This design comes from an exercise in tuning for small area on the open sky130 flow, not from production work.
In this exercise RTL edits were held to simulation tests only and were not proved equivalent to the original.
Power and IR drop assume default switching activity.

### design/flow/config.mk
export PLATFORM = sky130hd
export DESIGN_NAME = pong
export DESIGN_NICKNAME = pong
export VERILOG_FILES = /design/flow/design.v
export SDC_FILE = /design/flow/constraint.sdc
export NUM_CORES = 4
export LEC_CHECK = 0
export CAP_MARGIN = 20
export CORE_MARGIN = 2
export CORE_UTILIZATION = 40
export PLACE_DENSITY = 0.6
export SLEW_MARGIN = 20
### design/flow/constraint.sdc
create_clock -name core_clock -period 10.0 [get_ports {ClkPort}]
set_input_delay 2.0000 -clock core_clock [delete_from_list [all_inputs] [get_ports {ClkPort}]]
set_output_delay 2.0000 -clock core_clock [all_outputs]
set_load 0.01 [all_outputs]
### design/flow/design.v
`timescale 1ns / 1ps
module hvsync_generator(clk, reset, vga_h_sync, vga_v_sync, inDisplayArea, CounterX, CounterY);
	input clk;
	input reset;
	output vga_h_sync, vga_v_sync;
	output inDisplayArea;
	output [9:0] CounterX;
	output [9:0] CounterY;
	reg [9:0] CounterX;
	reg [9:0] CounterY;
	reg vga_HS, vga_VS;
	reg inDisplayArea;
	wire CounterXmaxed = (CounterX == 10'd799);
	wire CounterYmaxed = (CounterY == 10'd524);
	always @(posedge clk, posedge reset)
	begin
		if (reset)
			CounterX <= 10'd0;
		else if (CounterXmaxed)
			CounterX <= 10'd0;
		else
			CounterX <= CounterX + 1'b1;
	end
	always @(posedge clk, posedge reset)
	begin
		if (reset)
			CounterY <= 10'd0;
		else if (CounterXmaxed)
		begin
			if (CounterYmaxed)
				CounterY <= 10'd0;
			else
				CounterY <= CounterY + 1'b1;
		end
	end
	always @(posedge clk, posedge reset)
	begin
		if (reset)
		begin
			vga_HS <= 1'b0;
			vga_VS <= 1'b0;
			inDisplayArea <= 1'b0;
		end
		else
		begin
			vga_HS <= (CounterX >= 10'd656) && (CounterX < 10'd752);
			vga_VS <= (CounterY == 10'd490) || (CounterY == 10'd491);
			inDisplayArea <= (CounterX < 10'd640) && (CounterY < 10'd480);
		end
	end
	assign vga_h_sync = ~vga_HS;
	assign vga_v_sync = ~vga_VS;
endmodule
`timescale 1ns/1ps
module pong_sm (clk, reset, tick, start, ack, x, y,text_offset, player_1_score, player_2_score, p_1, p_2, q_INITIAL, q_SERVE, q_MOVE, q_CHECK, q_SCORE, q_GAMEOVER);
	input clk, reset, tick, start, ack;
	input [9:0] p_1;
	input [9:0] p_2;
	output reg [9:0] x;
	output reg [9:0] y;
	output reg [3:0] player_1_score; 
	output reg [3:0] player_2_score; 
	output reg [9:0] text_offset;
	output q_INITIAL, q_SERVE, q_MOVE, q_CHECK, q_SCORE, q_GAMEOVER;
	reg [5:0] state;
	assign {q_GAMEOVER, q_SCORE, q_CHECK, q_MOVE, q_SERVE, q_INITIAL} = state;
	reg dx, dy;
	wire b1, b2, b3, b4, b5;
	wire s1, s2, s3, s4;
	reg [9:0] X_step;
	reg [9:0] Y_step;
	localparam
	PWIDTH = 10'd15,
	PHEIGHT = 10'd40,
	INITIAL = 6'b000001,
	SERVE = 6'b000010,
	MOVE	= 6'b000100,
	CHECK	= 6'b001000,
	SCORE		= 6'b010000,
	GAMEOVER	= 6'b100000;
	assign b1 = ( (x + X_step) >= (10'd640 - PWIDTH) ) &&  ( (y + Y_step) <= (p_2 + PHEIGHT) )  && ( ( (y + Y_step) >= (p_2 - PHEIGHT) ) ) ;  
	assign b2 = ( (x - X_step) <= PWIDTH ) &&  ( (y + Y_step) <= (p_1 + PHEIGHT) )  && ( ( (y + Y_step) >= (p_1 - PHEIGHT) ) ) ;  
	assign b3 = ( ( (y - Y_step) <= 0 ) || ( (y + Y_step) >= 10'd480 ) ) ;  
	assign s1 = ( (x + X_step) >= (10'd640) ) && ~( ( (y + Y_step) <= (p_2 + PHEIGHT) )  && ( ( (y + Y_step) >= (p_2 - PHEIGHT) ) ) ) ;  
	assign s2 = ( (x - X_step) <= 0 ) &&  ~( ( (y + Y_step) <= (p_1 + PHEIGHT) )  && ( ( (y + Y_step) >= (p_1 - PHEIGHT) ) ) );  
	always @ (posedge clk, posedge reset)
	begin: pong_SM
		if (reset)
		begin
			state <= INITIAL;
			player_1_score <= 4'd0;
			player_2_score <= 4'd0;
			x <= 10'd320; 
			y <= 10'd240; 
			dx <= 1'b1; 
			dy <= 1'b0; 
			X_step <= 10'd12;
			Y_step <= 10'd6;
			text_offset <= 10'd0;
		end
		else if (tick)
			case (state)
				INITIAL:
				begin
					state <= SERVE;
					player_1_score <= 1'b0;
					player_2_score <= 1'b0;
					x <= 10'd320;  
					y <= 10'd240; 
					dx <= 1;  
					dy <= 0;  
					X_step <= 10'd12;
					Y_step <= 10'd6;
					text_offset <= 10'd0;
				end
				SERVE:
				begin
					if ( ( player_1_score == 0 ) && (player_2_score == 0) )
						begin
							if (start)
								state <= MOVE;
						end
					else 
						state <= MOVE;
					x <= 10'd320;  
					y <= 10'd240; 
				end
				MOVE:
				begin
					state <= CHECK;
					if (dx)
						x <= x + X_step;
					else
						x <= x - X_step;
					if (dy)
						y <= y - Y_step;
					else
						y <= y + Y_step;
				end
				CHECK:
				begin
					if ( s1 | s2  )
						state <= SCORE;
					else
						state <= MOVE;
					if ( (b1 & dx) )  
						begin
							dx <= ~dx;
							if ( (y + Y_step) < (p_2 - 10'd25) )  
								begin
									Y_step <= 12;
									dy <= 1'b1;
								end
							else if ( ( (y + Y_step) < (p_2 - 10'd5) ) && ( (y + Y_step) >= (p_2 - 10'd25) ) )  
								begin
									Y_step <= 3;
									dy <= 1'b1;
								end
							else if ( ( (y + Y_step) >= (p_2 - 10'd5) ) && ( (y + Y_step) < (p_2 + 10'd5) ) )  
								Y_step <= 0;
							else if ( ( (y + Y_step) >= (p_2 + 10'd5) ) && ( (y + Y_step) < (p_2 + 10'd25) ) )  
								begin
									Y_step <= 3;
									dy <= 1'b0;
								end
							else if ( (y + Y_step) >= (p_2 + 10'd25 ) )  
								begin
									Y_step <= 12;
									dy <= 1'b0;
								end
						end
					else if ( (b2 & ~dx) )  
						begin
							dx <= ~dx;
							if ( (y + Y_step) < (p_1 - 10'd25) )  
								begin
									Y_step <= 12;
									dy <= 1'b1;
								end
							else if ( ( (y + Y_step) < (p_1 - 10'd5) ) && ( (y + Y_step) >= (p_1 - 10'd25) ) )  
								begin
									Y_step <= 3;
									dy <= 1'b1;
								end
							else if ( ( (y + Y_step) >= (p_1 - 10'd5) ) && ( (y + Y_step) < (p_1 + 10'd5) ) )  
								Y_step <= 0;
							else if ( ( (y + Y_step) >= (p_1 + 10'd5) ) && ( (y + Y_step) < (p_1 + 10'd25) ) )  
								begin
									Y_step <= 3;
									dy <= 1'b0;
								end
							else if ( (y + Y_step) >= (p_1 + 10'd25 ) )  
								begin
									Y_step <= 12;
									dy <= 1'b0;
								end
						end
					else if ( b3 )  
						dy <= ~dy;
				end
				SCORE:
				begin
					if ( ( (player_1_score == 2'b10)& dx ) || ( (player_2_score == 2'b10)& ~dx ) )
						begin
						state <= GAMEOVER;
						if ((player_2_score == 2'b10) & ~dx)
							text_offset <= 10'd530;
						end
					else
						state <= SERVE;
					if ( dx )
						begin
							player_1_score <= player_1_score + 2'b01;
							dx <= ~dx;
						end
					else
						begin
							player_2_score <= player_2_score + 2'b01;
							dx <= ~dx;
						end
				end
				GAMEOVER:
				begin
					if (ack)
						state <= INITIAL;
						x <= 650;  
						y <= 500;
				end
			endcase
	end
endmodule
`timescale 1ns / 1ps
module pong(MemOE, MemWR, RamCS, FlashCS, QuadSpiFlashCS,  
	ClkPort, 		 
	vga_h_sync, vga_v_sync, vga_r, vga_g, vga_b,   
	btnU, btnD, btnL, btnC, btnR,
	An0, An1, An2, An3, 
	Ca, Cb, Cc, Cd, Ce, Cf, Cg, 
	Ld0, Ld1, Ld2, Ld3, Ld4, Ld5, Ld6, Ld7,
	JA0, JA1, JA2, JA3,
	game_tick, paddle_tick, ssd_scan, blink);	 
	output 	MemOE, MemWR, RamCS, FlashCS, QuadSpiFlashCS;
	input ClkPort, btnU, btnD, btnL, btnR, btnC;
	input JA0, JA1, JA2, JA3;
	input game_tick, paddle_tick;	 
	input [1:0] ssd_scan;			 
	input blink;					 
	output vga_h_sync, vga_v_sync, vga_r, vga_g, vga_b;
	output An0, An1, An2, An3, Ca, Cb, Cc, Cd, Ce, Cf, Cg;
	output Ld0, Ld1, Ld2, Ld3, Ld4, Ld5, Ld6, Ld7;
	reg vga_r, vga_g, vga_b;
	assign {MemOE, MemWR, RamCS, FlashCS, QuadSpiFlashCS} = 5'b11111;
	wire	reset, ClkPort, clk, ack, start;
	assign reset = btnC;
	assign ack = btnR;
	assign start = btnL;
	assign	clk = ClkPort;
	wire inDisplayArea;
	wire [9:0] CounterX;
	wire [9:0] CounterY;
	wire [9:0] x;
	wire [9:0] y;
	wire [9:0] text_offset;
	reg [9:0] p_1;
	reg [9:0] p_2;
	wire [3:0] player_1_score;
	wire [3:0] player_2_score;
	hvsync_generator syncgen(.clk(clk), .reset(reset),.vga_h_sync(vga_h_sync), .vga_v_sync(vga_v_sync), .inDisplayArea(inDisplayArea), .CounterX(CounterX), .CounterY(CounterY));
	pong_sm psm(.clk(clk), .reset(reset), .tick(game_tick), .start(start), .ack(ack), .x(x), .y(y),.text_offset(text_offset), .player_1_score(player_1_score), .player_2_score(player_2_score), .p_1(p_1), .p_2(p_2), .q_INITIAL(q_INITIAL), .q_SERVE(q_SERVE), .q_MOVE(q_MOVE), .q_CHECK(q_CHECK), .q_SCORE(q_SCORE), .q_GAMEOVER(q_GAMEOVER));
	reg [9:0] position;
	always @(posedge clk, posedge reset)
		begin
			if(reset)
			begin
				p_1 <= 240;
				p_2 <= 240;
			end
			else if(!paddle_tick)
			begin
			end
			else if(ack)
			begin
				p_1 <= 240;
				p_2 <= 240;
			end
			else if( (JA3 | JA1) && ~(JA2 && JA0) && (p_1 > 40) )
				begin
					p_1 <= p_1 - 5;
				end
			else if( (JA2 | JA0) && ~(JA3 && JA1) && (p_1 < 440))
				begin
					p_1 <= p_1 + 5;
				end
			else if(btnU && ~btnD && (p_2 > 40))
				begin
					p_2 <= p_2 - 5;
				end
			else if(btnD && ~btnU && (p_2 < 440))
				begin
					p_2 <= p_2 + 5;
				end
		end
	wire ball = ( (CounterX>=x-3) && (CounterX<=x+3) && (CounterY>=y-1) && (CounterY<=y+1) ) || ( (CounterX>=x-2) && (CounterX<=x+2) && ( (CounterY==y-2) || (CounterY==y+2) ))  || ( (CounterX>=x-1) && (CounterX<=x+1) && ((CounterY==y-3) || (CounterY==y+3)));
	wire left_paddle = ( ( CounterX>=0 ) && ( CounterX<=15 ) && ( CounterY<=(p_1+40) ) && ( CounterY>=(p_1-40) ) ) ;
	wire right_paddle = ( ( CounterX>625 ) && ( CounterX<=640 ) && ( CounterY<=(p_2+40) ) && ( CounterY>=(p_2-40) ) ) ;
	wire w = ( ( (CounterX >= (40+text_offset)) && (CounterX < (50+text_offset)) ) && ( (CounterY >= 40) && (CounterY < 80) ) || ( (CounterX >= (50+text_offset)) && (CounterX < (60+text_offset)) ) && ( (CounterY >= 80) && (CounterY < 90) )
				|| ( ((CounterX >= (60+text_offset)) && (CounterX < (70+text_offset))) && ( (CounterY >= 63) && (CounterY < 80) )  || ( (CounterX >= (70+text_offset)) && (CounterX < (80+text_offset) ) && ( (CounterY >= 80) && (CounterY < 90) )
				|| ( (CounterX >= (80+text_offset)) && (CounterX < (90+text_offset)) ) && ( (CounterY >= 40) && (CounterY < 80) ) )));
	wire l = ( (( (CounterX >= (570-text_offset)) && (CounterX < (580-text_offset)) )) && ( (CounterY >= 40) && (CounterY < 90)) ) || (( (CounterX >= (580-text_offset)) && (CounterX < (600-text_offset)) ) && ( (CounterY >= 80) && (CounterY < 90)));
	always @(posedge clk)
	begin
		vga_r <= ( ball | left_paddle | (l & q_GAMEOVER)) & inDisplayArea;
		vga_g <= (ball | (CounterX >= 319 && CounterX <= 321 && (CounterY % 10)) | (w & q_GAMEOVER))  & inDisplayArea;
		vga_b <= ( right_paddle | (CounterX >= 319 && CounterX <= 321 && (CounterY % 10)) ) & inDisplayArea;
	end
	assign {Ld7, Ld6, Ld5, Ld4} = {1'b0, 1'b0, q_GAMEOVER, q_SCORE}; 
	assign {Ld3, Ld2, Ld1, Ld0} = {q_CHECK, q_MOVE, q_SERVE, q_INITIAL}; 
	reg 	[3:0]	SSD;
	wire 	[3:0]	SSD0, SSD1, SSD2, SSD3;
	wire 	[1:0] ssdscan_clk;
	assign SSD3 = player_1_score[3:0];
	assign SSD2 = 4'b1111;
	assign SSD1 = 4'b1111;
	assign SSD0 = player_2_score[3:0];
	assign ssdscan_clk = ssd_scan;	
	assign An0	= !(~(ssdscan_clk[1]) && ~(ssdscan_clk[0]));   
	assign An1	= !(~(ssdscan_clk[1]) &&  (ssdscan_clk[0]));   
	assign An2	= !( (ssdscan_clk[1]) && ~(ssdscan_clk[0]));   
	assign An3	= !( (ssdscan_clk[1]) &&  (ssdscan_clk[0]));   
	always @ (ssdscan_clk, SSD0, SSD1, SSD2, SSD3)
	begin : SSD_SCAN_OUT
		case (ssdscan_clk) 
			2'b00:
					SSD = SSD0;
			2'b01:
					SSD = SSD1;
			2'b10:
					SSD = SSD2;
			2'b11:
					SSD = SSD3;
		endcase 
	end	
	reg [6:0]  SSD_CATHODES;
	wire [6:0] 		SSD_CATHODES_blinking;	
	assign SSD_CATHODES_blinking = SSD_CATHODES | ( {7{ q_GAMEOVER & blink}} );
	assign {Ca, Cb, Cc, Cd, Ce, Cf, Cg} = SSD_CATHODES_blinking;
	always @ (SSD) 
	begin : HEX_TO_SSD
		case (SSD)		
			4'b1111: SSD_CATHODES = 7'b1111111 ;  
			4'b0000: SSD_CATHODES = 7'b0000001 ;  
			4'b0001: SSD_CATHODES = 7'b1001111 ;  
			4'b0010: SSD_CATHODES = 7'b0010010 ;  
			4'b0011: SSD_CATHODES = 7'b0000110 ;  
			4'b0100: SSD_CATHODES = 7'b1001100 ;  
			4'b0101: SSD_CATHODES = 7'b0100100 ;  
			4'b0110: SSD_CATHODES = 7'b0100000 ;  
			4'b0111: SSD_CATHODES = 7'b0001111 ;  
			4'b1000: SSD_CATHODES = 7'b0000000 ;  
			4'b1001: SSD_CATHODES = 7'b0000100 ;  
			4'b1010: SSD_CATHODES = 7'b0001000 ;  
			default: SSD_CATHODES = 7'b1111111 ;  
		endcase
	end
endmodule
### design/flow/run.sh
#!/bin/bash
# synth_recipe.tcl (not shown) runs the flow's synth.tcl, then flattens the netlist and writes it again
# the make line also repeats each setting of config.mk as NAME=value (left out here)
make -C /OpenROAD-flow-scripts/flow DESIGN_CONFIG=/design/flow/config.mk WORK_HOME=/design/flow/orfs CLKGATE_MAP_FILE= SYNTH_SCRIPT=/design/flow/synth_recipe.tcl finish
==> notes.md <==
==> power by group <==
part / leakage [nW] / switching [mW] / internal [mW]
Combinational: 5.94 / 1.43 / 1.10
Clock: 0.157 / 0.170 / 0.222
Sequential: 1.06 / 0.224 / 0.415
Total: 7.15 / 1.82 / 1.74
==> cells by family (layout without fill, tap and decap cells) <==
kind of cell	after synthesis	count (layout)	synth area share, %
DFF	86	86	13.7
AOI/OAI and AO/OA	570	570	25.0
muxes	34	34	2.26
buffers and inverters	208	168	5.51
xor gates and xnor gates	183	183	10.4
other	2	7	0.0475
adders and majority gates	267	267	21.2
and+or+nand+nor	684	684	22.0
==> layer usage <==
metal  wire length, um  part of all wire, %  track usage (%)
met1             22400                   46             32.0
met2             22600                   47             39.6
met3              2230                  4.6             1.88
met4              1010                  2.1             6.18
met5                 0                    0                0
==> sequential cells by signal, indices dropped and copies added, names as in the netlist, 4 cells and up <==
name                cells
p_1                    10
p_2                    10
syncgen.CounterY       10
psm.Y_step              4
psm.state               6
psm.player_1_score      4
psm.x                   9
psm.player_2_score      4
psm.y                  10
syncgen.CounterX       10
==> layout by cell type, fill, tap and decap left out, types with 24 or more instances in the layout <==
cell type	Yosys	layout
a21o_1	48	48
a21oi_1	112	112
buf_4	10	24
clkdlybuf4s50_1	0	36
dfrtp_1	65	65
ha_1	263	263
inv_1	84	83
nand2_1	159	159
nand2b_1	38	38
nand3_1	63	63
nand4_1	42	42
nor2_1	170	170
nor2b_1	28	28
nor3_1	63	63
nor4_1	25	25
o21a_1	83	83
o21ai_0	115	114
xnor2_1	117	116
xor2_1	63	63
==> how the worst max path moves through the flow <==
stage,from,endpoint,depth (start not counted)
floorplan,ssd_scan[0],Cd,8
global placement,ssd_scan[0],Cc,11
detailed placement,ssd_scan[1],Ca,12
CTS,ssd_scan[1],Ca,12
global route,ssd_scan[0],Ca,12
finish,ssd_scan[1],Ca,12
==> worst max-delay path, delay by kind of cell <==
kind | cells | cell delay, ps
AND/OR/NAND/NOR | 3 | 280
buffers and inverters | 4 | 1300
adder cells (fa/ha/maj) | 2 | 560
AO/OA/AOI/OAI | 3 | 610
==> layout make-up <==
class	instances	area, um^2
repair buffers	60	541
clock buffers	9	225
clock inverters	7	103
fillers	3908	22000
well taps	518	648
inverters	92	348
multi-input cells	1745	12800
flip-flops and latches	86	2160
==> metrics by stage <==
stage / worst slack [ps] / util, % / std cells
6_report: 3230 / 43.4 / 2517
5_1_grt: 2990 / 43.4 / 2517
4_1_cts: 3230 / 43.4 / 2517
3_5_place_dp: 3230 / 42.5 / 2501
3_3_place_gp: 3330 / 42.5 / 2501
2_1_floorplan: 4410 / - / 2039
==> impl_metrics.toml <==
[setup_path]
slowest_delay_ps = 520
critical_path_arrival_ps = 4770
crit_chain = "clkdlybuf4s50_1 -> inv_1 -> ha_1 -> a21oi_1 -> o21ai_0 -> inv_1 -> ha_1 -> nor2_1 -> nor2_1 -> nor2_1 -> o21ai_0 -> clkdlybuf4s50_1"
rrSetupSlack_ps = 4620
crit_type = "in2out"
r2r_start = "psm.y[2]$_DFFE_PP0P_"
cp.required_ps = 8000
cp_slowest_cell = "clkdlybuf4s50_1"
critPathMaxFanout = 5
worstSetupEndpointType = "output port"
cpMostUsedCell = "nor2_1"
reg2reg_depth = 16
startpoint_type = "input pin"
crit-reg2reg-capture = "psm.dy$_DFFE_PP0P_"

[clock_network]
cts_tree = "yes"
cts.clk_slew.worst_paths_ps = 70
clkLatencyLatePin_ps = 380
htree_levels = 3
clockBufferDepth = 2
post_cts_resized = 0
cts_root_buf = "clkbuf_16"
cts_hold_buffers = 0
cts_setup_buffers = 0
cts_inserted_buffers = 9
cts_sinks = 86

[synthesis]
yosysTopAreaCell = "ha_1"
ys_top_cells_by_count = "ha_1 (263), nor2_1 (170), nand2_1 (159)"
syn_area_um2 = 15800
ys_seq_area_share_pct = 13.7
synthArstFlopShare_pct = 96.5
yosysWarnings = 9
synth_area_leaders = "ha_1 (21%), dfrtp_1 (10%), xnor2_1 (6.5%)"
synth_top_area_share_pct = 20.8
ys_ff_latch = 86
synth_edf_count = 0
synth_flop_cell = "dfrtp_1"
synth.distinct_cells = 119
syn_inst = 2034
post-synth-top-count-cell = "ha_1"
syn_avg_cell_area_um2 = 7.77

[detailed_routing]
first_iter_violations = 991
drtAntennaViolNets = 0
via_per_inst = 6.00
wl_per_cell_um = 19.2
num_vias = 15100
wl_um = 48300
drc = 0
first_pass_iters = 5

[global_routing]
first_global_vias = 15000
antenna_found_initial = 0
grt-ovfl-total = 0
grt_util_all_layers_pct = 23.4
grt_max_degree = 64
grt_pass1_wl_um = 78600

[min_path]
worstHoldEndpoint = "psm.Y_step[2]$_DFFE_PP1P_"
hold_path.startpoint = "psm.Y_step[2]$_DFFE_PP1P_"
min_path_cells = 2
hp-class = "reg2reg"

[final_layout]
insertedDiodeCount = 0
final_layout_size_suffix_gt1_share_pct = 6.10
nets = 2274
area_growth_pct = 6.53
fin_area_um2 = 16800

[sta]
clock.fmax_mhz = 148
finalCriticalPeriod_ps = 6770
hold_slack_ps = 524
finalClockSkew_ps = 15.1
hold_viol_final = 0
setup_violations = 0
worst_pin_slew_ps = 941
rsz0062_at_grt = "no"
post-route-period-util_pct = 67.7
tns_ps = 0
max_slew_margin_pct = 35.7
maxSlewViolCount = 0

[floorplan]
ioPinCount = 44
core_um2 = 38800
die_h_um = 203
rows = 72
die_w_um = 203
initial_utilization_pct = 40.7
die-area_um2 = 41100

[run]
drv_cap = 0

[placement]
place_area_um2 = 16500
io_buffers = 36
hpwl_um = 36000
place_congestion = 0.913

[power_and_ir_drop]
p_total_mw = 3.56
powerDensity_nw_per_um2 = 212
leakagePower_nw = 7.15
peakVddDrop_mv = 0.124

[run_status]
status = "no timing/DRC/antenna violations"

## port drivers added, routing unchanged
Ports are ideal in the flow. The routed layout listed here was re-timed in OpenROAD.
Step 1 sets driving cells, clkbuf_16 on the clock port and buf_2 on the other inputs (assumed; they add their load-dependent delay and slew).
Step 2 moves the port delays by t, midway between the first and last clock arrival at a register: inputs arrive t later, outputs are due t later. That takes back most of the time a late clock gives input paths.
Three values: no drivers, after step 1, after step 2; two values: the first two.
shift t [ns]: 0.414
setup slack, ns: 3.234 / 3.200 / 3.200
worst register clock-pin slew, ns: 0.08 / 0.08
worst slew at a driven data input, ns: 0.04
After both steps setup and hold are still met in this run. For this run, drivers alone change the setup slack by -0.034 ns; drivers and shift together by -0.034 ns.
